Source: an optimization exercise on an open RTL-to-GDS flow (aim: small area, a short achievable clock period and few clock cycles). Production flows keep margins and buffers that such runs may drop. The RTL was checked by simulation tests, not by an equivalence proof against the original design.

==> inputs of run a <==
Design milestone1, start of the top module:
module milestone1 (
		input logic CLOCK_50_I,
		input logic resetn,
		output logic SRAM_we_n,
		output logic [17:0] SRAM_address,
		output logic [15:0] SRAM_write_data,
		input logic [15:0] SRAM_read_data,
		input logic M1_enable,
		output logic M1_finish
);
localparam logic [17:0] U_OFFSET = 18'd38400,
	  V_OFFSET = 18'd57600,
	  RGB_OFFSET = 18'd146944;
logic        run;
logic        we;                    
assign SRAM_we_n = ~we;
logic        p0, p1, p2, p3, p4;    
logic        wr_ok;                 
logic [7:0]  m;                     
logic [15:0] yaddr;                 
logic [17:0] waddr;
logic        par;                   
logic [14:0] uvw;                   
assign par = yaddr[0];
assign uvw = yaddr[15:1] + 15'd2;
logic [7:0]  qu [0:5];
logic [7:0]  qv [0:5];
logic [7:0]  ulb;
logic [15:0] vb;
logic [7:0]  ylo, py;               
logic [8:0]  s1r, s2r, s3r;         
logic [8:0]  fha, fhb;              
logic        fhc;                   
logic [8:0]  pur, pvr;              
logic [7:0]  b0;
logic [10:0] tra, trb, tga, tgb, tba, tbb;    
logic        trc, tgc, tbc;         
logic [7:0] w0, w1, w2, w3, w4, w5;
assign w0 = p2 ? qv[0] : qu[0];
assign w1 = p2 ? qv[1] : qu[1];
assign w2 = p2 ? qv[2] : qu[2];
assign w3 = p2 ? qv[3] : qu[3];
assign w4 = p2 ? qv[4] : qu[4];
assign w5 = p2 ? qv[5] : qu[5];
  ...
Settings: LEC_CHECK=0, CAP_MARGIN=20, CORE_MARGIN=2, CORE_UTILIZATION=60, CTS_CLUSTER_DIAMETER=100, CTS_CLUSTER_SIZE=25, PLACE_DENSITY=0.75, SLEW_MARGIN=20, SYNTH_HIERARCHICAL=1, SYNTH_MINIMUM_KEEP_SIZE=0; clock period 14.0 ns.
standard.sh (not shown) runs the stock make flow with config.mk's settings and CLKGATE_MAP_FILE= SYNTH_SCRIPT=/design/flow/synth_recipe.tcl, a recipe that flattens the netlist after the stock synthesis.
==> flow/flow/run.sh <==
#!/bin/bash
# Standard layout, with repair_timing asked for extra setup margin so that the
# optimiser works on paths well inside the design's clock period.
# Each step's full output goes to a log file of its own in this folder.
set -euo pipefail
MARGIN=${MARGIN:-10.3}
bash standard.sh synth > synth.log 2>&1
bash standard.sh SETUP_SLACK_MARGIN=$MARGIN finish > layout.log 2>&1
==> inputs of run b, as changes to run a <==
--- a/flow/flow/run.sh
+++ b/flow/flow/run.sh
@@ -4,5 +4,5 @@
 # Each step's full output goes to a log file of its own in this folder.
 set -euo pipefail
-MARGIN=${MARGIN:-10.3}
+MARGIN=${MARGIN:-10}
 bash standard.sh synth > synth.log 2>&1
 bash standard.sh SETUP_SLACK_MARGIN=$MARGIN finish > layout.log 2>&1
--- a/flow/config.mk
+++ b/flow/config.mk
@@ -8,8 +8,8 @@
 export CAP_MARGIN = 20
 export CORE_MARGIN = 2
-export CORE_UTILIZATION = 60
+export CORE_UTILIZATION = 40
 export CTS_CLUSTER_DIAMETER = 100
 export CTS_CLUSTER_SIZE = 25
-export PLACE_DENSITY = 0.75
+export PLACE_DENSITY = 0.6
 export SLEW_MARGIN = 20
 export SYNTH_HIERARCHICAL = 1
==> inputs of run c, as changes to run a <==
--- a/flow/config.mk
+++ b/flow/config.mk
@@ -8,8 +8,8 @@
 export CAP_MARGIN = 20
 export CORE_MARGIN = 2
-export CORE_UTILIZATION = 60
+export CORE_UTILIZATION = 50
 export CTS_CLUSTER_DIAMETER = 100
 export CTS_CLUSTER_SIZE = 25
-export PLACE_DENSITY = 0.75
+export PLACE_DENSITY = 0.7
 export SLEW_MARGIN = 20
 export SYNTH_HIERARCHICAL = 1
==> inputs of run d, as changes to run a <==
--- a/flow/config.mk
+++ b/flow/config.mk
@@ -8,8 +8,8 @@
 export CAP_MARGIN = 20
 export CORE_MARGIN = 2
-export CORE_UTILIZATION = 60
+export CORE_UTILIZATION = 70
 export CTS_CLUSTER_DIAMETER = 100
 export CTS_CLUSTER_SIZE = 25
-export PLACE_DENSITY = 0.75
+export PLACE_DENSITY = 0.85
 export SLEW_MARGIN = 20
 export SYNTH_HIERARCHICAL = 1
==> summary of the runs <==
Count of clock-buffer cells in the layout is the same in run c and run a.
The lowest register-to-register slack belongs to run b, the highest to run c.
In synthesized cell count, run d and run b do not differ.
Synthesized area is the same in run a and run b.
In run a the final cell count is larger than in run d, by about 2%.
Testbench counts of run a, summed over its fixed seeds: cycles 1,536,240.
Testbench counts of run b, summed over its fixed seeds: cycles 1,536,240.
Testbench counts of run c, summed over its fixed seeds: cycles 1,536,240.
Testbench counts of run d, summed over its fixed seeds: cycles 1,536,240.

## afterwards: timing with drivers on the ports
The flow's constraints put no driver on any port. The routed layouts listed below were extracted and timed again, unchanged, in two steps.
Step 1 sets driving cells, clkbuf_16 on the clock port and buf_2 on the other inputs (assumed; they add their load-dependent delay and slew).
Step 2 moves the port delays by t, midway between the first and last clock arrival at a register: inputs arrive t later, outputs are due t later. That takes back most of the time a late clock gives input paths.
Slacks: ideal / step 1 / step 2; pairs: ideal / step 1.
run | t (ns) | setup slack, ns | worst register clock-pin slew, ns
run a | 0.581 | 10.127 / 10.073 / 10.148 | 0.10 / 0.10
run b | 0.613 | 10.039 / 9.980 / 10.133 | 0.10 / 0.10
run c | 0.599 | 10.108 / 10.053 / 10.154 | 0.10 / 0.10
run d | 0.591 | 10.098 / 10.045 / 10.156 | 0.11 / 0.11
After both steps setup and hold are still met in every run listed.
